Background: an optimization exercise with open tools, aiming at a short achievable clock period and few clock cycles. Do not read the settings as production practice. RTL that was checked went through simulation tests only; none was proved equivalent to the original. Function not checked in run 3: the RTL went through the layout flow alone. Power is estimated from default activity; no workload was simulated.

<file path="design/flow/config.mk">
export PLATFORM = sky130hd
export DESIGN_NAME = srisc_top
export DESIGN_NICKNAME = srisc_top
export VERILOG_FILES = /design/flow/design.v
export SDC_FILE = /design/flow/constraint.sdc
export NUM_CORES = 4
export LEC_CHECK = 0
export ABC_CLOCK_PERIOD_IN_PS = 1500
export CAP_MARGIN = 20
export CORE_MARGIN = 2
export CORE_UTILIZATION = 40
export SETUP_SLACK_MARGIN = 3
export SLEW_MARGIN = 20
</file>
<file path="design/flow/constraint.sdc">
create_clock -name core_clock -period 5.0 [get_ports {clk}]
set_input_delay 1.0000 -clock core_clock [delete_from_list [all_inputs] [get_ports {clk}]]
set_output_delay 1.0000 -clock core_clock [all_outputs]
set_load 0.01 [all_outputs]
</file>
<file path="design/flow/design.v">
module srisc_top(clk, reset, sw, ledr, halt, ram_addr, ram_write, ram_din, ram_dout);
	input clk, reset;
	input [7:0] sw;
	output reg [7:0] ledr;
	output reg halt;
	output [7:0] ram_addr;
	output ram_write;
	output [15:0] ram_din;
	input [15:0] ram_dout;
	function automatic [15:0] add16(input [15:0] a, input [15:0] b, input cin);
		reg [15:0] g, p, G, P, Gn, Pn;
		integer i, d;
		begin
			g = a & b; p = a ^ b;
			G = g; P = p;
			G[0] = g[0] | (p[0] & cin);
			for (d = 1; d < 16; d = d * 2) begin
				Gn = G; Pn = P;
				for (i = d; i < 16; i = i + 1) begin
					Gn[i] = G[i] | (P[i] & G[i-d]);
					Pn[i] = P[i] & P[i-d];
				end
				G = Gn; P = Pn;
			end
			add16 = p ^ {G[14:0], cin};
		end
	endfunction
	function automatic [8:0] add9(input [8:0] a, input [8:0] b);
		reg [8:0] g, p, G, P, Gn, Pn;
		integer i, d;
		begin
			g = a & b; p = a ^ b;
			G = g; P = p;
			for (d = 1; d < 9; d = d * 2) begin
				Gn = G; Pn = P;
				for (i = d; i < 9; i = i + 1) begin
					Gn[i] = G[i] | (P[i] & G[i-d]);
					Pn[i] = P[i] & P[i-d];
				end
				G = Gn; P = Pn;
			end
			add9 = p ^ {G[7:0], 1'b0};
		end
	endfunction
	function automatic [7:0] add8(input [7:0] a, input [7:0] b);
		reg [8:0] r;
		begin
			r = add9({1'b0, a}, {1'b0, b});
			add8 = r[7:0];
		end
	endfunction
	reg [7:0] pa;           
	reg pw;                 
	reg [15:0] pd;          
	reg pf_v;               
	reg pl_v;               
	reg [2:0] pl_rd;
	reg pl_ram, pl_sw;
	reg [7:0] pcf;          
	localparam NBT = 4;
	reg [NBT-1:0] bt_v;
	reg [7:0] bt_tag [0:NBT-1];
	reg [7:0] bt_tgt [0:NBT-1];
	reg [7:0] bt_tgt1 [0:NBT-1];
	reg [1:0] bt_ptr;
	assign ram_addr = pa;
	assign ram_write = pw;
	assign ram_din = pd;
	reg d_v;                
	reg d_btb;              
	reg [7:0] d_pc, d_pc1, d_pc2;
	reg lw_v;               
	reg [2:0] lw_rd;
	reg lw_ram, lw_sw;
	reg [15:0] R [0:7];
	reg fN, fV, fZ;
	reg led_w;
	reg [8:0] led_a;
	reg [7:0] led_d;
	reg e_v;
	reg [7:0] e_pc, e_pc1, e_tgt, e_tgt1;
	reg [15:0] e_a, e_b, e_c;
	reg e_fa, e_fc;             
	reg [7:0] e_bsel;           
	reg [1:0] e_sh;
	reg e_add, e_and, e_mvn;    
	reg e_wr;
	reg [2:0] e_wrd;
	reg e_cmp, e_ld, e_st, e_bcc, e_bx, e_halt, e_pred, e_rd7;
	reg e_bxd;                  
	reg [2:0] e_cond;
	reg [8:0] e_imm5;
	reg w_we;
	reg [2:0] w_rd;
	reg [15:0] w_res;
	wire kill_e = pw & e_v & (pa == e_pc);    
	wire ex = e_v & ~kill_e & ~halt;
	wire [15:0] opA = e_fa ? w_res : e_a;
	wire [15:0] opC = e_fc ? w_res : e_c;
	wire [15:0] shB =
		({16{e_bsel[0]}} & e_b) |
		({16{e_bsel[1]}} & {e_b[14:0], 1'b0}) |
		({16{e_bsel[2]}} & {1'b0, e_b[15:1]}) |
		({16{e_bsel[3]}} & {e_b[15], e_b[15:1]}) |
		({16{e_bsel[4]}} & w_res) |
		({16{e_bsel[5]}} & {w_res[14:0], 1'b0}) |
		({16{e_bsel[6]}} & {1'b0, w_res[15:1]}) |
		({16{e_bsel[7]}} & {w_res[15], w_res[15:1]});
	reg [15:0] stdata;
	always_comb begin
		case (e_sh)
			2'b00: stdata = opC;
			2'b01: stdata = {opC[14:0], 1'b0};
			2'b10: stdata = {1'b0, opC[15:1]};
			default: stdata = {opC[15], opC[15:1]};
		endcase
	end
	wire [15:0] sum = add16(opA, shB, 1'b0);
	wire [15:0] res = e_add ? sum : e_and ? (opA & shB) : e_mvn ? ~shB : shB;
	wire [15:0] diff = add16(opA, ~shB, 1'b1);
	wire [8:0] addr9 = add9(opA[8:0], e_imm5);
	reg taken;
	always_comb begin
		case (e_cond)
			3'b000: taken = 1'b1;
			3'b001: taken = fZ;
			3'b010: taken = ~fZ;
			3'b011: taken = fN ^ fV;
			default: taken = (fN ^ fV) | fZ;
		endcase
	end
	wire e_redir = ex & ((e_bx & ~e_bxd) | (e_bcc & (taken ^ e_pred)));
	wire [7:0] e_tsel  = e_bx ? (e_rd7 ? e_pc1 : opC[7:0]) : (taken ? e_tgt : e_pc1);
	wire [7:0] e_tsel1 = e_bx ? (e_rd7 ? e_pc1 + 8'd1 : opC[7:0] + 8'd1) : (taken ? e_tgt1 : e_pc1 + 8'd1);
	wire ex_ld = ex & e_ld;
	wire ex_st = ex & e_st;
	wire ex_stram = ex_st & ~addr9[8];
	wire ex_port = ex_ld | ex_stram;
	wire we_e = ex & e_wr;
	wire [15:0] I = ram_dout;
	wire [2:0] op3 = I[15:13];
	wire [1:0] op2 = I[12:11];
	wire [2:0] rn = I[10:8], rd = I[7:5], rm = I[2:0];
	wire is_movi = (op3 == 3'b110) & op2[1];
	wire is_mov  = (op3 == 3'b110) & ~op2[1];
	wire is_alu  = (op3 == 3'b101);
	wire is_add  = is_alu & (op2 == 2'b00);
	wire is_cmp  = is_alu & (op2 == 2'b01);
	wire is_and  = is_alu & (op2 == 2'b10);
	wire is_mvn  = is_alu & (op2 == 2'b11);
	wire is_ldr  = (op3 == 3'b011);
	wire is_str  = (op3 == 3'b100);
	wire is_bcc  = (op3 == 3'b001);
	wire is_br   = (op3 == 3'b010);
	wire is_bl   = is_br & (op2 == 2'b11);
	wire is_blx  = is_br & (op2 == 2'b10);
	wire is_bx   = is_br & ~op2[0];           
	wire is_halt = (op3 == 3'b111);
	wire use_rn = (is_alu & ~is_mvn) | is_ldr | is_str;
	wire use_rm = is_alu | is_mov;
	wire use_rd = is_str | is_bx;
	wire hz_e = e_v & e_ld & ((use_rn & (rn == e_wrd)) | (use_rm & (rm == e_wrd)) | (use_rd & (rd == e_wrd)));
	wire hz_p = pl_v & ((use_rn & (rn == pl_rd)) | (use_rm & (rm == pl_rd)) | (use_rd & (rd == pl_rd)));
	wire hazard = d_v & (hz_e | hz_p);
	wire skill_d = pw & d_v & (pa == d_pc);   
	wire e_w7 = e_v & e_wr & (e_wrd == 3'd7);
	wire w_w7 = w_we & (w_rd == 3'd7);
	wire d_bx7 = is_bx & (rd == 3'd7) & ~e_w7 & ~w_w7;
	wire d_pt = (is_bcc & ((rn == 3'b000) | I[7])) | is_bl;    
	wire d_redir = d_v & ~d_btb & (d_pt | d_bx7);
	wire d_unbtb = d_v & d_btb & ~d_pt;                          
	wire [7:0] d_tgt  = ~is_br ? add8(d_pc1, I[7:0]) : (is_bl ? add8(d_pc1, I[7:0]) : op2[1] ? d_pc1 : R[7][7:0]);
	wire [7:0] d_tgt1 = ~is_br ? add8(d_pc2, I[7:0]) : (is_bl ? add8(d_pc2, I[7:0]) : op2[1] ? d_pc2 : R[7][7:0] + 8'd1);
	wire [15:0] rA = (w_we & (w_rd == rn)) ? w_res : R[rn];
	wire [15:0] rB = (w_we & (w_rd == rm)) ? w_res : R[rm];
	wire [15:0] rC = (w_we & (w_rd == rd)) ? w_res : R[rd];
	wire fwd_n = e_v & e_wr & (e_wrd == rn);
	wire fwd_m = e_v & e_wr & (e_wrd == rm) & (is_alu | is_mov);
	wire fwd_d = e_v & e_wr & (e_wrd == rd);
	wire [1:0] d_sh = (is_movi | is_br) ? 2'b00 : I[4:3];
	wire d_go = d_v & ~kill_e & ~e_redir & ~skill_d & ~hazard & ~halt;
	reg [NBT-1:0] bt_hv;
	reg [7:0] bt_t, bt_t1;
	integer bi;
	always_comb begin
		bt_t = 8'd0; bt_t1 = 8'd0;
		for (bi = 0; bi < NBT; bi = bi + 1) begin
			bt_hv[bi] = bt_v[bi] & (bt_tag[bi] == pa);
			bt_t = bt_t | ({8{bt_hv[bi]}} & bt_tgt[bi]);
			bt_t1 = bt_t1 | ({8{bt_hv[bi]}} & bt_tgt1[bi]);
		end
	end
	wire bt_hit = pf_v & (|bt_hv);
	wire bt_ins = d_go & d_pt & ~d_btb;
	reg [7:0] nf, nf1;
	reg squash;
	always_comb begin
		squash = 1'b1;
		if (kill_e) begin
			nf = e_pc; nf1 = e_pc1;
		end else if (e_redir) begin
			nf = e_tsel; nf1 = e_tsel1;
		end else if (skill_d | hazard) begin
			nf = d_pc; nf1 = d_pc1;
		end else if (d_redir) begin
			nf = d_tgt; nf1 = d_tgt1;
		end else if (d_unbtb) begin
			nf = d_pc1; nf1 = d_pc2;
		end else if (bt_hit) begin
			nf = bt_t; nf1 = bt_t1; squash = 1'b0;
		end else begin
			nf = pcf; nf1 = pcf + 8'd1; squash = 1'b0;
		end
	end
	wire [15:0] lw_data = lw_ram ? ram_dout : lw_sw ? {8'b0, sw} : 16'b0;
	wire lw_we = lw_v & ~(w_we & (w_rd == lw_rd));
	always_ff @(posedge clk) begin
		if (w_we) R[w_rd] <= w_res;
		if (lw_we) R[lw_rd] <= lw_data;
		w_res <= res;
		w_rd <= e_wrd;
		if (ex & e_cmp) begin
			fN <= diff[15];
			fV <= (opA[15] & ~shB[15] & ~diff[15]) | (~opA[15] & shB[15] & diff[15]);
			fZ <= (opA == shB);
		end
		led_a <= addr9;
		led_d <= stdata[7:0];
		if (led_w & (led_a == 9'h100)) ledr <= led_d;
		pd <= stdata;
		pl_rd <= e_wrd;
		pl_ram <= ~addr9[8];
		pl_sw <= (addr9 == 9'h140);
		if (ex_port) begin
			pa <= addr9[7:0];
			pcf <= nf;
		end else begin
			pa <= nf;
			pcf <= nf1;
		end
		for (bi = 0; bi < NBT; bi = bi + 1)
			if (pw & (bt_tag[bi] == pa)) bt_v[bi] <= 1'b0;
		if (bt_ins) begin
			bt_v[bt_ptr] <= 1'b1;
			bt_tag[bt_ptr] <= d_pc;
			bt_tgt[bt_ptr] <= d_tgt;
			bt_tgt1[bt_ptr] <= d_tgt1;
			bt_ptr <= bt_ptr + 2'd1;
		end
		d_btb <= bt_hit & ~squash;
		d_pc <= pa;
		d_pc1 <= pa + 8'd1;
		d_pc2 <= pa + 8'd2;
		lw_rd <= pl_rd;
		lw_ram <= pl_ram;
		lw_sw <= pl_sw;
		e_pc <= d_pc;
		e_pc1 <= d_pc1;
		e_tgt <= d_tgt;
		e_tgt1 <= d_tgt1;
		e_a <= rA;
		e_b <= is_movi ? {{8{I[7]}}, I[7:0]} : is_br ? {8'b0, d_pc1} : rB;
		e_c <= rC;
		e_fa <= fwd_n;
		e_fc <= fwd_d;
		e_bsel <= {fwd_m & (d_sh == 2'b11), fwd_m & (d_sh == 2'b10), fwd_m & (d_sh == 2'b01), fwd_m & (d_sh == 2'b00),
		           ~fwd_m & (d_sh == 2'b11), ~fwd_m & (d_sh == 2'b10), ~fwd_m & (d_sh == 2'b01), ~fwd_m & (d_sh == 2'b00)};
		e_sh <= d_sh;
		e_add <= is_add;
		e_and <= is_and;
		e_mvn <= is_mvn;
		e_wr <= is_movi | is_mov | is_add | is_and | is_mvn | is_bl | is_blx;
		e_wrd <= is_movi ? rn : (is_bl | is_blx) ? 3'd7 : rd;
		e_cmp <= is_cmp;
		e_ld <= is_ldr;
		e_st <= is_str;
		e_bcc <= is_bcc;
		e_bx <= is_bx;
		e_halt <= is_halt;
		e_pred <= (rn == 3'b000) | I[7];
		e_rd7 <= is_blx & (rd == 3'd7);
		e_bxd <= d_bx7;
		e_cond <= rn;
		e_imm5 <= {{4{I[4]}}, I[4:0]};
		if (reset) begin
			pa <= 8'd0;
			pcf <= 8'd1;
			bt_v <= {NBT{1'b0}};
			bt_ptr <= 2'd0;
			pw <= 1'b0;
			pf_v <= 1'b1;
			pl_v <= 1'b0;
			d_v <= 1'b0;
			lw_v <= 1'b0;
			e_v <= 1'b0;
			w_we <= 1'b0;
			halt <= 1'b0;
			led_w <= 1'b0;
		end else begin
			led_w <= ex_st;
			pw <= ex_stram;
			pf_v <= ~ex_port;
			pl_v <= ex_ld;
			d_v <= pf_v & ~squash;
			lw_v <= pl_v & ~(we_e & (e_wrd == pl_rd));
			e_v <= d_go;
			w_we <= we_e;
			if ((ex & e_halt) | (d_go & is_halt & ~ex_st)) halt <= 1'b1;
		end
	end
endmodule
</file>
<file path="design/flow/run.sh">
#!/bin/bash
# synth_recipe.tcl (not shown) runs the flow's synth.tcl, then flattens the netlist and writes it again
# the make line also repeats each setting of config.mk as NAME=value (left out here)
make -C /OpenROAD-flow-scripts/flow DESIGN_CONFIG=/design/flow/config.mk WORK_HOME=/design/flow/orfs CLKGATE_MAP_FILE= SYNTH_SCRIPT=/design/flow/synth_recipe.tcl finish
</file>
==> key figures, run 1 <==
Synth
  • Syn Inst Count: 2410
  • Post-synth ARST share: 0%
  • Primary FF master, synth: edfxtp_1
  • Syn_nets: 2510
  • Yosys cell types: 87
  • Sequential element share of the synthesized area: 45.62%
  • Syn Std Cell Area: 25210 sq um
  • Warnings, synthesis: 1
  • EDFF count, synth: 235
  • FF+latch count, synth: 457
  • Syn Area/Cell: 10.46 sq um

Drt
  • Vias per std cell: 6.105
  • Vias: 21257
  • Iteration-0 DRC Markers: 2568
  • Total length of routed wires: 93090 um
  • Drt pass-1 iters: 8
  • DRC: 0
  • Wire length per cell: 26.73 um
  • Post-route antenna net violation count: 0

Floorplanning
  • Chip width: 255.1 um
  • Die area: 65050 sq um
  • Core ar.: 62740 sq um
  • Die Ht: 255.1 um
  • I/O pin count: 60
  • FP Rows: 92
  • Initial cell density of the core: 40.19%

Setup path
  • Required time worst endpoint: 5540 ps
  • Max stage delay on crit path: 440 ps
  • Slowest library cell on the worst path: or3_4
  • Max FO, Critical Path: 16
  • Critical path type: reg2reg
  • Critical path arrival: 3840 ps
  • CP delay by family, top: compound AO/OA/AOI/OAI gates
  • Worst setup EP type: flop
  • CP startpoint kind: flop
  • CP cell instances: buf_4 -> mux2_2 -> ha_1 -> o21a_1 -> o31a_1 -> o41ai_4 -> mux2_4 -> o21ba_4 -> or3_4 -> buf_6 -> o21ai_1
  • Worst Path Buf+Inv: 2

Clocking
  • Hold-fix buffers, CTS: 0
  • CTS Sinks: 457
  • Clock Tree Buf Depth: 3
  • Reg clk slew, reported paths: 60 ps
  • Root Buffer Master: clkbuf_16
  • Cts bufs inserted: 50
  • CTS H-tree lvls: 2
  • CTS tree: done
  • Clk Latency, worst-skew pair: 640 ps

Final layout
  • Area added between synthesis and finish: 29.30%
  • Nets: 2694
  • N_diodes: 0
  • Share of cells above drive strength 1: 32.25%

Timing
  • Min Tclk post-route: 3293 ps
  • Least-Margin Pin Slew: 937.6 ps
  • Fin Clk Skew: 54.27 ps
  • Setup Viol. Count Final: 0
  • Final hold vios: 0
  • Final Max Tran Viols: 0
  • Setup TNS: 0 ps
  • Relative slew slack: 37.41%
  • Achievable Freq: 303.7 MHz
  • Fin crit share: 65.85%
  • RSZ-0062 raised after global routing: true

GRT
  • Largest net degree at the start of global routing: 38
  • GR peak layer: met2
  • Global Route met3 Usage: 5.024%
  • Grt met2 use: 42.64%
  • GRT Residual Overflow: 0
  • GRT Total Usage: 27.41%
  • First-pass GRT wire length: 131300 um
  • Met1 Usage GRT: 39.14%
  • Number of antenna violations at the first check in global routing: 3
  • Vias in the first global route: 19717

Place
  • # port buffers: 59
  • HPWL Detailed: 60040 um
  • GP Congestion: 0.9406

Hold path
  • HP Class: reg2reg

Power and ir drop
  • Maximum vdd drop: 221.6 uV
  • Total power: 11.02 mW
  • Cell Pwr Density: 338.1 nW/um^2
  • Leakage power total: 12.04 nW

Status
  • Status: finished clean

Job
  • Max-cap violations: 0
final timing paths:
path              startpoint      to  slack (ps)  cells past startpoint
setup / recovery    w_res[3]   pa[5]        1710                     11
hold / removal        pl_ram  lw_ram         330                      0
setup reg to reg    w_res[3]   pa[5]        1710                     11
hold reg to reg       pl_ram  lw_ram         330                      0
metal layers:
layer | part of all wire [%] | vias to the layer above | wire, um
li1 | - | 9387 | -
met1 | 41 | 10426 | 38530
met2 | 44 | 1219 | 41250
met3 | 11 | 223 | 9791
met4 | 3.8 | 2 | 3494
met5 | 0.014 | - | 13
cells in the final DEF (no fill, tap or decap), types with 12 or more instances in the layout:
cell type / count
buf_4: 148
nor3_1: 30
mux2i_1: 62
clkbuf_1: 12
a22oi_2: 14
buf_12: 33
clkbuf_16: 59
mux2_2: 34
o21ai_0: 165
ha_1: 40
nand2_1: 242
ha_4: 25
nor2_1: 126
dfxtp_4: 14
buf_6: 64
dfxtp_2: 37
edfxtp_1: 235
a22o_1: 13
mux4_2: 96
inv_1: 68
xnor2_1: 71
mux2i_2: 20
a21oi_1: 95
a211oi_1: 26
dfxtp_1: 171
nand3_2: 15
o21ai_2: 15
nand4_1: 30
nand3_1: 48
a22oi_1: 49
buf_2: 16
o211ai_1: 16
and3_1: 16
o22ai_1: 14
a211oi_2: 13
xor2_1: 60
o21ai_1: 42
stage by stage:
step	std cells	utilization [%]	hold WS (ps)	setup slack, ps	cell area [sq um]
after global placement	3207	43.66	310.5	657.7	27390
after detailed placement	3207	43.66	312.1	643.7	27390
after CTS	3420	50.11	328.0	1766	31430
final	3482	51.96	325.2	1707	32600
after floorplan	2410	-	309.6	1740	26470
after global routing	3482	51.96	332.4	1623	32600
cells in the mapped netlist, drive strengths merged (11+ instances only):
| library cell | count | share of area (%) |
|---|---|---|
| nor4 | 24 | 0.96 |
| o21ai | 231 | 4.6 |
| dfxtp | 222 | 18 |
| nand4 | 30 | 0.74 |
| and2 | 11 | 0.27 |
| ha | 70 | 3.5 |
| or3 | 11 | 0.27 |
| a22o | 13 | 0.45 |
| a21oi | 114 | 2.3 |
| clkbuf | 106 | 1.6 |
| edfxtp | 235 | 28 |
| o21bai | 11 | 0.33 |
| o2111ai | 11 | 0.38 |
| mux2 | 40 | 1.8 |
| nor2b | 12 | 0.30 |
| mux2i | 91 | 3.6 |
| nor3 | 42 | 0.83 |
| nor2 | 137 | 2.0 |
| a22oi | 63 | 1.9 |
| nor3b | 13 | 0.39 |
| inv | 76 | 1.1 |
| xor2 | 62 | 2.2 |
| mux4 | 96 | 8.6 |
| xnor2 | 78 | 2.7 |
| nand2 | 252 | 3.8 |
| buf | 69 | 1.3 |
| and3 | 20 | 0.52 |
| o22ai | 15 | 0.37 |
| nand3 | 66 | 1.3 |
| a211oi | 43 | 1.3 |
| o211ai | 16 | 0.48 |
registers in the layout, indices dropped and copies added (netlist names), 8 cells and up:
name	count
e_bsel	8
bt_tag	32
e_pc1	8
d_pc1	8
e_tgt1	8
pd	9
bt_tgt	32
e_b	16
R	128
pa	8
e_pc	8
led_a	9
pcf	8
bt_tgt1	32
d_pc2	8
e_tgt	8
ledr	8
e_a	16
e_c	16
w_res	16
repair_timing:
item                       4_1_cts  5_1_grt
buffers inserted               104       54
cloned                          15        8
gates resized for setup        482      135
pin swaps                       73       34
setup endpoints to repair      596      421
cells by family after synthesis:
| logic type | synth area share [%] |
|---|---|
| simple gates | 12.47 |
| compound gates | 15.22 |
| flops | 45.62 |
| buf+inv | 4.045 |
| mux | 13.99 |
| xor+xnor | 4.864 |
| fa+ha+maj | 3.792 |
where the power goes:
part,leakage (nW),switching [mW],internal [mW]
combinational,7.24,1.45,1.14
clock,0.807,1.63,2.18
sequential,3.99,0.349,4.27
layout make-up:
type                    count  area, sq um
fillers                  5378        30140
multi-input cells        1707        14660
flip-flops and latches    457        11600
repair buffers            301         3306
clock buffers              69         1404
well taps                 846         1059
inverters                  77        299.0
clock inverters            25        271.5
Testbench counts, summed over its fixed seeds: cycles 44,260.
==> inputs of run 2 (changes only) <==
--- a/design/flow/config.mk
+++ b/design/flow/config.mk
@@ -7,3 +7,3 @@
 export LEC_CHECK = 0
-export ABC_CLOCK_PERIOD_IN_PS = 1500
+export ABC_CLOCK_PERIOD_IN_PS = 700
 export CAP_MARGIN = 20
==> run 2 against run 1 <==
Compared with the run above: clock power is essentially flat; global-route usage is the same; worst hold slack is the same; highest routed layer unchanged; synthesized cell count is the same; die area is the same; wire length is the same; final cell count is the same; cell area is the same; critical endpoint unchanged; synthesized area is the same; clock skew is the same; sequential share of layout area is the same.
==> key figures, run 2 <==
Status
  • Status: finished clean (unchanged)

Drt
  • Drt pass-1 iters: 8 (unchanged)
  • Vias per std cell: 6.105 (unchanged)
  • Post-route antenna net violation count: 0 (unchanged)
  • DRC: 0 (unchanged)
  • Wire length per cell: 26.73 um (unchanged)
  • Iteration-0 DRC Markers: 2568 (unchanged)
  • Total length of routed wires: 93090 um (unchanged)
  • Vias: 21257 (unchanged)

Timing
  • RSZ-0062 raised after global routing: true (unchanged)
  • Final hold vios: 0 (unchanged)
  • Achievable Freq: 303.7 MHz (unchanged)
  • Fin Clk Skew: 54.27 ps (unchanged)
  • Relative slew slack: 37.41% (unchanged)
  • Fin crit share: 65.85% (unchanged)
  • Least-Margin Pin Slew: 937.6 ps (unchanged)
  • Setup Viol. Count Final: 0 (unchanged)
  • Min Tclk post-route: 3293 ps (unchanged)
  • Setup TNS: 0 ps (unchanged)
  • Final Max Tran Viols: 0 (unchanged)

Synth
  • Commonest cells post-synth: 252 x nand2_1, 235 x edfxtp_1, 222 x dfxtp_1, 216 x o21ai_0, 136 x nor2_1 (unchanged)
  • Yosys cell types: 87 (unchanged)
  • Syn_nets: 2510 (unchanged)
  • Syn Inst Count: 2410 (unchanged)
  • Most instantiated library cell after synthesis: nand2_1 (unchanged)
  • Sequential element share of the synthesized area: 45.62% (unchanged)
  • Area share of the largest cell type after synthesis: 27.99% (unchanged)
  • Syn Std Cell Area: 25210 sq um (unchanged)
  • Primary FF master, synth: edfxtp_1 (unchanged)
  • Cell taking the most area after synthesis: edfxtp_1 (unchanged)
  • Warnings, synthesis: 1 (unchanged)
  • Post-synth ARST share: 0% (unchanged)
  • EDFF count, synth: 235 (unchanged)
  • Syn Area/Cell: 10.46 sq um (unchanged)
  • Top post-synthesis cells by area: edfxtp_1 28%, dfxtp_1 18%, mux4_2 8.6% (unchanged)
  • FF+latch count, synth: 457 (unchanged)

Final layout
  • N_diodes: 0 (unchanged)
  • Final Instance Area: 32600 sq um (unchanged)
  • Leading cell types in the layout, fill and taps excluded: 242 x nand2_1, 235 x edfxtp_1, 171 x dfxtp_1 (unchanged)
  • FF+latch area: 11600 sq um (unchanged)
  • Commonest non-fill, non-tap cell in the layout: nand2_1 (unchanged)
  • Multi-input logic area: 14660 sq um (unchanged)
  • Number of flip-flops under the largest register name: 128 (unchanged)
  • Register bank with the most flops: R (unchanged)
  • Share of cells above drive strength 1: 32.25% (unchanged)
  • Area added between synthesis and finish: 29.30% (unchanged)
  • Nets: 2694 (unchanged)
  • Final Non-Filler Cells: 3482 (unchanged)
  • Fillcell total: 5378 (unchanged)

GRT
  • GRT Residual Overflow: 0 (unchanged)
  • GR peak layer: met2 (unchanged)
  • Largest net degree at the start of global routing: 38 (unchanged)
  • Met1 Usage GRT: 39.14% (unchanged)
  • Grt met2 use: 42.64% (unchanged)
  • Global Route met3 Usage: 5.024% (unchanged)
  • Vias in the first global route: 19717 (unchanged)
  • First-pass GRT wire length: 131300 um (unchanged)
  • GRT Total Usage: 27.41% (unchanged)
  • Number of antenna violations at the first check in global routing: 3 (unchanged)

Place
  • GP Congestion: 0.9406 (unchanged)
  • # port buffers: 59 (unchanged)
  • Placed Area: 27390 sq um (unchanged)
  • Dpl cells: 3207 (unchanged)
  • HPWL Detailed: 60040 um (unchanged)

Power and ir drop
  • Internal power: 7.590 mW (unchanged)
  • Net switching power: 3.432 mW (unchanged)
  • Clk pwr share: 34.6% (about the same)
  • Total power: 11.02 mW (unchanged)
  • Cell Pwr Density: 338.1 nW/um^2 (unchanged)
  • Logic pwr share: 23.5% (about the same)
  • Maximum vdd drop: 221.6 uV (unchanged)
  • Leakage power total: 12.04 nW (unchanged)
  • Reg power frac: 41.9% (about the same)
  • Sw Ratio: 31.14% (unchanged)

Clocking
  • Root Buffer Master: clkbuf_16 (unchanged)
  • Clk Latency, worst-skew pair: 640 ps (about the same)
  • Clock Tree Buf Depth: 3 (unchanged)
  • CTS tree: done (unchanged)
  • CTS Sinks: 457 (unchanged)
  • Hold-fix buffers, CTS: 0 (unchanged)
  • Cts bufs inserted: 50 (unchanged)
  • Reg clk slew, reported paths: 60 ps (about the same)
  • CTS H-tree lvls: 2 (unchanged)

Floorplanning
  • Chip width: 255.1 um (unchanged)
  • FP Rows: 92 (unchanged)
  • Die area: 65050 sq um (unchanged)
  • Initial cell density of the core: 40.19% (unchanged)
  • I/O pin count: 60 (unchanged)
  • Die Ht: 255.1 um (unchanged)
  • Core ar.: 62740 sq um (unchanged)

Setup path
  • Required time worst endpoint: 5540 ps (about the same)
  • Critical path arrival: 3840 ps (about the same)
  • CP startpoint kind: flop (unchanged)
  • Critical path type: reg2reg (unchanged)
  • CP cell instances: buf_4 -> mux2_2 -> ha_1 -> o21a_1 -> o31a_1 -> o41ai_4 -> mux2_4 -> o21ba_4 -> or3_4 -> buf_6 -> o21ai_1 (unchanged)
  • CP delay by family, top: compound AO/OA/AOI/OAI gates (unchanged)
  • Worst Path Buf+Inv: 2 (unchanged)
  • Max FO, Critical Path: 16 (unchanged)
  • Slowest library cell on the worst path: or3_4 (unchanged)
  • Max stage delay on crit path: 440 ps (about the same)
  • Worst setup EP type: flop (unchanged)

Job
  • Max-cap violations: 0 (unchanged)

Hold path
  • HP Class: reg2reg (unchanged)
[run 2: metal layers]
metal | share of wire [%] | vias up
met2 | 44 | 1219
met4 | 3.8 | 2
met5 | 0.014 | -
met1 | 41 | 10426
li1 | - | 9387
met3 | 11 | 223
[run 2: logic make-up (layout without fill, tap and decap cells)]
| family | count (synthesis) | after routing | share of synthesized area (%) |
|---|---|---|---|
| flip-flops | 457 | 457 | 45.62 |
| XOR/XNOR | 140 | 140 | 4.864 |
| AO/OA/AOI/OAI | 608 | 608 | 15.22 |
| buffers and inverters | 252 | 472 | 4.045 |
| multiplexers | 227 | 227 | 13.99 |
| adder cells (fa/ha/maj) | 74 | 74 | 3.792 |
| AND/OR/NAND/NOR | 652 | 658 | 12.47 |
[run 2: stage by stage]
step	utilization [%]	hold WS, ps	setup slack, ps
after floorplan	-	309.6	1740
after global placement	43.66	310.5	657.7
after detailed placement	43.66	312.1	643.7
after CTS	50.11	328.0	1766
after global routing	51.96	332.4	1623
final	51.96	325.2	1707
[run 2: power groups by stage]
stage	Combinational (mW)	Sequential (mW)	Clock (mW)
floorplan	1.50	4.47	0
global placement	1.99	4.68	0
detailed placement	2.03	4.68	0
CTS	2.39	4.60	3.84
global route	2.77	4.63	3.98
finish	2.59	4.62	3.81
[run 2: timing repair]
item | 4_1_cts | 5_1_grt
setup buffers | 104 | 54
gates cloned | 15 | 8
endpoints found under the hold margin | 0 | 0
endpoints found under the setup margin | 596 | 421
gates resized for setup | 482 | 135
pin swaps | 73 | 34
[run 2: cell type report]
type,count,share of cell area (%)
clock buffer,69,4.306
clock inverter,25,0.8329
inverter,77,0.9173
multi-input combinational,1707,44.97
sequential,457,35.58
tap,846,3.247
timing repair buffer,301,10.14
[run 2: worst paths after layout]
check	from	to	slack [ps]	depth (start not counted)
max	w_res[3]	pa[5]	1710	11
min	pl_ram	lw_ram	330	0
max reg2reg	w_res[3]	pa[5]	1710	11
min reg2reg	pl_ram	lw_ram	330	0
==> inputs of run 3 (changes only) <==
--- a/design/flow/design.v
+++ b/design/flow/design.v
@@ -59,8 +59,2 @@
 	reg [7:0] pcf;          
-	localparam NBT = 4;
-	reg [NBT-1:0] bt_v;
-	reg [7:0] bt_tag [0:NBT-1];
-	reg [7:0] bt_tgt [0:NBT-1];
-	reg [7:0] bt_tgt1 [0:NBT-1];
-	reg [1:0] bt_ptr;
 	assign ram_addr = pa;
@@ -69,3 +63,2 @@
 	reg d_v;                
-	reg d_btb;              
 	reg [7:0] d_pc, d_pc1, d_pc2;
@@ -76,5 +69,2 @@
 	reg fN, fV, fZ;
-	reg led_w;
-	reg [8:0] led_a;
-	reg [7:0] led_d;
 	reg e_v;
@@ -168,5 +158,3 @@
 	wire d_bx7 = is_bx & (rd == 3'd7) & ~e_w7 & ~w_w7;
-	wire d_pt = (is_bcc & ((rn == 3'b000) | I[7])) | is_bl;    
-	wire d_redir = d_v & ~d_btb & (d_pt | d_bx7);
-	wire d_unbtb = d_v & d_btb & ~d_pt;                          
+	wire d_redir = d_v & ((is_bcc & ((rn == 3'b000) | I[7])) | is_bl | d_bx7);
 	wire [7:0] d_tgt  = ~is_br ? add8(d_pc1, I[7:0]) : (is_bl ? add8(d_pc1, I[7:0]) : op2[1] ? d_pc1 : R[7][7:0]);
@@ -181,15 +169,2 @@
 	wire d_go = d_v & ~kill_e & ~e_redir & ~skill_d & ~hazard & ~halt;
-	reg [NBT-1:0] bt_hv;
-	reg [7:0] bt_t, bt_t1;
-	integer bi;
-	always_comb begin
-		bt_t = 8'd0; bt_t1 = 8'd0;
-		for (bi = 0; bi < NBT; bi = bi + 1) begin
-			bt_hv[bi] = bt_v[bi] & (bt_tag[bi] == pa);
-			bt_t = bt_t | ({8{bt_hv[bi]}} & bt_tgt[bi]);
-			bt_t1 = bt_t1 | ({8{bt_hv[bi]}} & bt_tgt1[bi]);
-		end
-	end
-	wire bt_hit = pf_v & (|bt_hv);
-	wire bt_ins = d_go & d_pt & ~d_btb;
 	reg [7:0] nf, nf1;
@@ -206,6 +181,2 @@
 			nf = d_tgt; nf1 = d_tgt1;
-		end else if (d_unbtb) begin
-			nf = d_pc1; nf1 = d_pc2;
-		end else if (bt_hit) begin
-			nf = bt_t; nf1 = bt_t1; squash = 1'b0;
 		end else begin
@@ -226,5 +197,3 @@
 		end
-		led_a <= addr9;
-		led_d <= stdata[7:0];
-		if (led_w & (led_a == 9'h100)) ledr <= led_d;
+		if (ex_st & (addr9 == 9'h100)) ledr <= stdata[7:0];
 		pd <= stdata;
@@ -240,12 +209,2 @@
 		end
-		for (bi = 0; bi < NBT; bi = bi + 1)
-			if (pw & (bt_tag[bi] == pa)) bt_v[bi] <= 1'b0;
-		if (bt_ins) begin
-			bt_v[bt_ptr] <= 1'b1;
-			bt_tag[bt_ptr] <= d_pc;
-			bt_tgt[bt_ptr] <= d_tgt;
-			bt_tgt1[bt_ptr] <= d_tgt1;
-			bt_ptr <= bt_ptr + 2'd1;
-		end
-		d_btb <= bt_hit & ~squash;
 		d_pc <= pa;
@@ -287,4 +246,2 @@
 			pcf <= 8'd1;
-			bt_v <= {NBT{1'b0}};
-			bt_ptr <= 2'd0;
 			pw <= 1'b0;
@@ -297,5 +254,3 @@
 			halt <= 1'b0;
-			led_w <= 1'b0;
 		end else begin
-			led_w <= ex_st;
 			pw <= ex_stram;
@@ -307,3 +262,3 @@
 			w_we <= we_e;
-			if ((ex & e_halt) | (d_go & is_halt & ~ex_st)) halt <= 1'b1;
+			if ((ex & e_halt) | (d_go & is_halt & ~ex_stram)) halt <= 1'b1;
 		end
--- a/design/flow/config.mk
+++ b/design/flow/config.mk
@@ -7,3 +7,3 @@
 export LEC_CHECK = 0
-export ABC_CLOCK_PERIOD_IN_PS = 700
+export ABC_CLOCK_PERIOD_IN_PS = 1500
 export CAP_MARGIN = 20
==> run 3 against run 2 <==
Compared with the run above: still clean; maximum frequency down 1.5%; clock skew down 23 ps; synthesized area down 19%; worst hold slack better by 19 ps; final cell count down 15%; setup slack worse by 51 ps; flip-flop and latch count down 113; global-route usage down 1.4 points; count of clock-buffer cells in the layout down 7; non-clock buffer count down 12; sequential power down 24%; critical path type unchanged; largest power group unchanged.
==> key figures, run 3 <==
Synth
  • Synth Area in Adders: 4.182% (was 3.792%)
  • FF+latch count, synth: 344 (was 457)
  • Compound-Gate Fraction of Synth Area: 15.76% (was 15.22%)
  • Synth Area in Simple Gates: 12.39% (was 12.47%)
  • Primary FF master, synth: dfxtp_1 (was edfxtp_1)
  • EDFF count, synth: 139 (was 235)
  • Post-synth ARST share: 0% (unchanged)
  • Syn Std Cell Area: 20460 sq um (was 25210 sq um)
  • Largest family of logic cells by synthesized area: multiplexers (was compound AO/OA/AOI/OAI gates)
  • Warnings, synthesis: 1 (unchanged)
  • Top post-synthesis cells by area: edfxtp_1 20%, dfxtp_1 20%, mux4_2 11% (was edfxtp_1 28%, dfxtp_1 18%, mux4_2 8.6%)
  • XOR/XNOR share of the synthesized area: 5.008% (was 4.864%)
  • Cell taking the most area after synthesis: edfxtp_1 (unchanged)
  • Syn Inst Count: 2056 (was 2410)
  • Area share of the largest cell type after synthesis: 20.40% (was 27.99%)
  • Most instantiated library cell after synthesis: nand2_1 (unchanged)
  • Commonest cells post-synth: 245 x nand2_1, 211 x o21ai_0, 205 x dfxtp_1, 139 x edfxtp_1, 136 x nor2_1 (was 252 x nand2_1, 235 x edfxtp_1, 222 x dfxtp_1, 216 x o21ai_0, 136 x nor2_1)
  • Sequential element share of the synthesized area: 40.45% (was 45.62%)
  • Syn Area/Cell: 9.952 sq um (was 10.46 sq um)
  • Mux share of post-synthesis cell area: 17.87% (was 13.99%)
  • Syn_nets: 2148 (was 2510)
  • Yosys cell types: 89 (was 87)

Setup path
  • Worst setup EP type: flop (unchanged)
  • CP dominant cell by count: o21a_1
  • Slowest library cell on the worst path: or4_4 (was or3_4)
  • CP cell instances: buf_12 -> buf_4 -> buf_4 -> mux2_2 -> ha_4 -> o21a_1 -> o21a_1 -> o21a_1 -> xnor2_2 -> or4_4 -> nor4b_4 -> buf_6 (was buf_4 -> mux2_2 -> ha_1 -> o21a_1 -> o31a_1 -> o41ai_4 -> mux2_4 -> o21ba_4 -> or3_4 -> buf_6 -> o21ai_1)
  • Max stage delay on crit path: 570 ps (was 440 ps)
  • Critical path type: reg2reg (unchanged)
  • CP startpoint kind: flop (unchanged)
  • Required time worst endpoint: 5260 ps (was 5540 ps)
  • Critical path arrival: 3600 ps (was 3840 ps)
  • Max FO, Critical Path: 8 (was 16)
  • CP delay by family, top: simple AND/OR/NAND/NOR gates (was compound AO/OA/AOI/OAI gates)
  • Worst Path Buf+Inv: 4 (was 2)

Floorplanning
  • Chip width: 230.2 um (was 255.1 um)
  • Core ar.: 50380 sq um (was 62740 sq um)
  • Die Ht: 230.2 um (was 255.1 um)
  • FP Rows: 82 (was 92)
  • I/O pin count: 60 (unchanged)
  • Initial cell density of the core: 40.62% (was 40.19%)
  • Die area: 52980 sq um (was 65050 sq um)

Drt
  • DRC: 0 (unchanged)
  • Iteration-0 DRC Markers: 1798 (was 2568)
  • Wire length per cell: 25.81 um (was 26.73 um)
  • Vias per std cell: 6.030 (was 6.105)
  • Drt pass-1 iters: 6 (was 8)
  • Total length of routed wires: 75970 um (was 93090 um)
  • Vias: 17753 (was 21257)
  • Post-route antenna net violation count: 0 (unchanged)

Timing
  • RSZ-0062 raised after global routing: true (unchanged)
  • Fin crit share: 66.88% (was 65.85%)
  • Fin Clk Skew: 31.70 ps (was 54.27 ps)
  • Min Tclk post-route: 3344 ps (was 3293 ps)
  • Final hold vios: 0 (unchanged)
  • Achievable Freq: 299.1 MHz (was 303.7 MHz)
  • Fin Hold WS: 344.4 ps (was 325.2 ps)
  • Least-Margin Pin Slew: 1088 ps (was 937.6 ps)
  • Setup Viol. Count Final: 0 (unchanged)
  • Final Max Tran Viols: 0 (unchanged)
  • Relative slew slack: 27.36% (was 37.41%)
  • Setup TNS: 0 ps (unchanged)

Place
  • Dpl cells: 2671 (was 3207)
  • GP Congestion: 0.8964 (was 0.9406)
  • # port buffers: 59 (unchanged)
  • HPWL Detailed: 46840 um (was 60040 um)

GRT
  • GRT Residual Overflow: 0 (unchanged)
  • Largest net degree at the start of global routing: 35 (was 38)
  • GRT Total Usage: 25.98% (was 27.41%)
  • First-pass GRT wire length: 104100 um (was 131300 um)
  • Vias in the first global route: 16583 (was 19717)
  • Number of antenna violations at the first check in global routing: 2 (was 3)

Final layout
  • Finished Core Util: 53.76% (was 51.96%)
  • Multi-input logic area: 12870 sq um (was 14660 sq um)
  • Nets: 2329 (was 2694)
  • Fillcell total: 4282 (was 5378)
  • Share of cells above drive strength 1: 34.15% (was 32.25%)
  • N_diodes: 0 (unchanged)
  • Number of flip-flops under the largest register name: 128 (unchanged)
  • Commonest non-fill, non-tap cell in the layout: nand2_1 (unchanged)
  • Register bank with the most flops: R (unchanged)
  • FF+latch area: 8372 sq um (was 11600 sq um)
  • Leading cell types in the layout, fill and taps excluded: 223 x nand2_1, 163 x o21ai_0, 156 x dfxtp_1 (was 242 x nand2_1, 235 x edfxtp_1, 171 x dfxtp_1)
  • Final Non-Filler Cells: 2944 (was 3482)
  • Area added between synthesis and finish: 32.35% (was 29.30%)

Clocking
  • Hold-fix buffers, CTS: 0 (unchanged)
  • CTS Sinks: 344 (was 457)
  • Clk Latency, worst-skew pair: 580 ps (was 640 ps)
  • Reg clk slew, reported paths: 60 ps (about the same)
  • Clock Tree Buf Depth: 3 (unchanged)
  • Root Buffer Master: clkbuf_16 (unchanged)
  • Cts bufs inserted: 43 (was 50)
  • CTS tree: done (unchanged)
  • CTS H-tree lvls: 2 (unchanged)

Hold path
  • HP Class: reg2reg (unchanged)

Status
  • Status: finished clean (unchanged)

Power and ir drop
  • Cell Pwr Density: 329.7 nW/um^2 (was 338.1 nW/um^2)
  • Leakage power total: 10.42 nW (was 12.04 nW)
  • Maximum vdd drop: 229.2 uV (was 221.6 uV)

Job
  • Max-cap violations: 0 (unchanged)
[run 3: changes by cell type after synthesis, moves of 16 or more]
| cell | before | now |
|---|---|---|
| dfxtp_1 | 222 | 205 |
| xor2_1 | 62 | 38 |
| inv_1 | 75 | 57 |
| edfxtp_1 | 235 | 139 |
| nor3_1 | 42 | 26 |
| nand4_1 | 30 | 6 |
[run 3: cell families after synthesis]
family / Yosys count
AO/OA/AOI/OAI: 519
XOR/XNOR: 117
buffers and inverters: 214
AND/OR/NAND/NOR: 556
multiplexers: 240
adder cells (fa/ha/maj): 66
flip-flops: 344
[run 3: repair_timing]
action | 4_1_cts | 5_1_grt
gates cloned | 10 | 16
resized for setup | 427 | 195
setup endpoints to repair | 424 | 261
pin swaps | 82 | 68
setup buffers | 95 | 72
[run 3: worst paths after layout]
| kind | slack, ps | depth (start not counted) | endpoint | start |
|---|---|---|---|---|
| min reg2reg | 340 | 0 | lw_sw | pl_sw |
| max | 1660 | 12 | ledr[6] | e_fa |
| max reg2reg | 1660 | 12 | ledr[6] | e_fa |
| min | 340 | 0 | lw_sw | pl_sw |
[run 3: power breakdown]
group	switching (mW)	internal [mW]	total (mW)	leakage, nW
logic	1.17	1.02	2.19	6.73
clock network	1.29	1.94	3.22	0.709
registers	0.341	3.18	3.52	2.98
[run 3: per-layer routing]
layer / GRT usage, % / vias up / wire length, um / part of all wire [%]
met2: 42.14 / 920 / 35090 / 46
met3: 4.452 / 249 / 6530 / 8.6
met4: 11.75 / 0 / 4967 / 6.5
li1: - / 7939 / - / -
met1: 33.95 / 8645 / 29390 / 39
met5: 0 / - / 0 / 0
[run 3: worst reg2reg max path: stages (launching register included)]
cell and delay (ps):
dfxtp_2 340, buf_12 120, buf_4 110, buf_4 90, mux2_2 410, ha_4 260
o21a_1 120, o21a_1 200, o21a_1 230, xnor2_2 150, or4_4 570, nor4b_4 240
buf_6 180
[run 3: layout make-up]
class | instances | share of cell area (%)
timing repair buffer | 289 | 12.25
multi-input combinational | 1501 | 47.51
sequential | 344 | 30.91
inverter | 58 | 0.8408
tap | 672 | 3.105
clock buffer | 62 | 4.421
clock inverter | 18 | 0.9610
[run 3: metrics by stage]
step                      total power, mW  area (sq um)  setup slack [ps]
after floorplan                     4.719         21450              1642
after global placement              5.241         22030             792.2
after detailed placement            5.269         22030             722.5
after CTS                           8.722         25300              1755
after global routing                9.274         27080              1559
final                               8.930         27080              1656

separate check: timing with driven ports:
No port has a modelled driver above. Below, the same layouts with a new extraction and two added sets of constraints.
Step 1: set_driving_cell puts a clkbuf_16 on clk and a buf_2 on each other input, an assumption about the parent block.
Step 2 adds t to the input delays and takes it off the output delays; t is the mean of the earliest and latest rising clock arrival at the registers after step 1. Input paths then give back, and output paths get back, about the clock's delay inside the block.
a / b / c = ideal ports / drivers / drivers and shift; a / b = the first two.
| run | shift t [ns] | setup slack, ns | hold slack, ns |
|---|---|---|---|
| run 1 | 0.675 | 1.707 / 1.707 / 1.488 | 0.325 / 0.325 / 0.325 |
| run 2 | 0.675 | 1.707 / 1.707 / 1.488 | 0.325 / 0.325 / 0.325 |
| run 3 | 0.617 | 1.656 / 1.656 / 1.556 | 0.344 / 0.344 / 0.344 |
After both steps setup and hold are still met in every run listed.
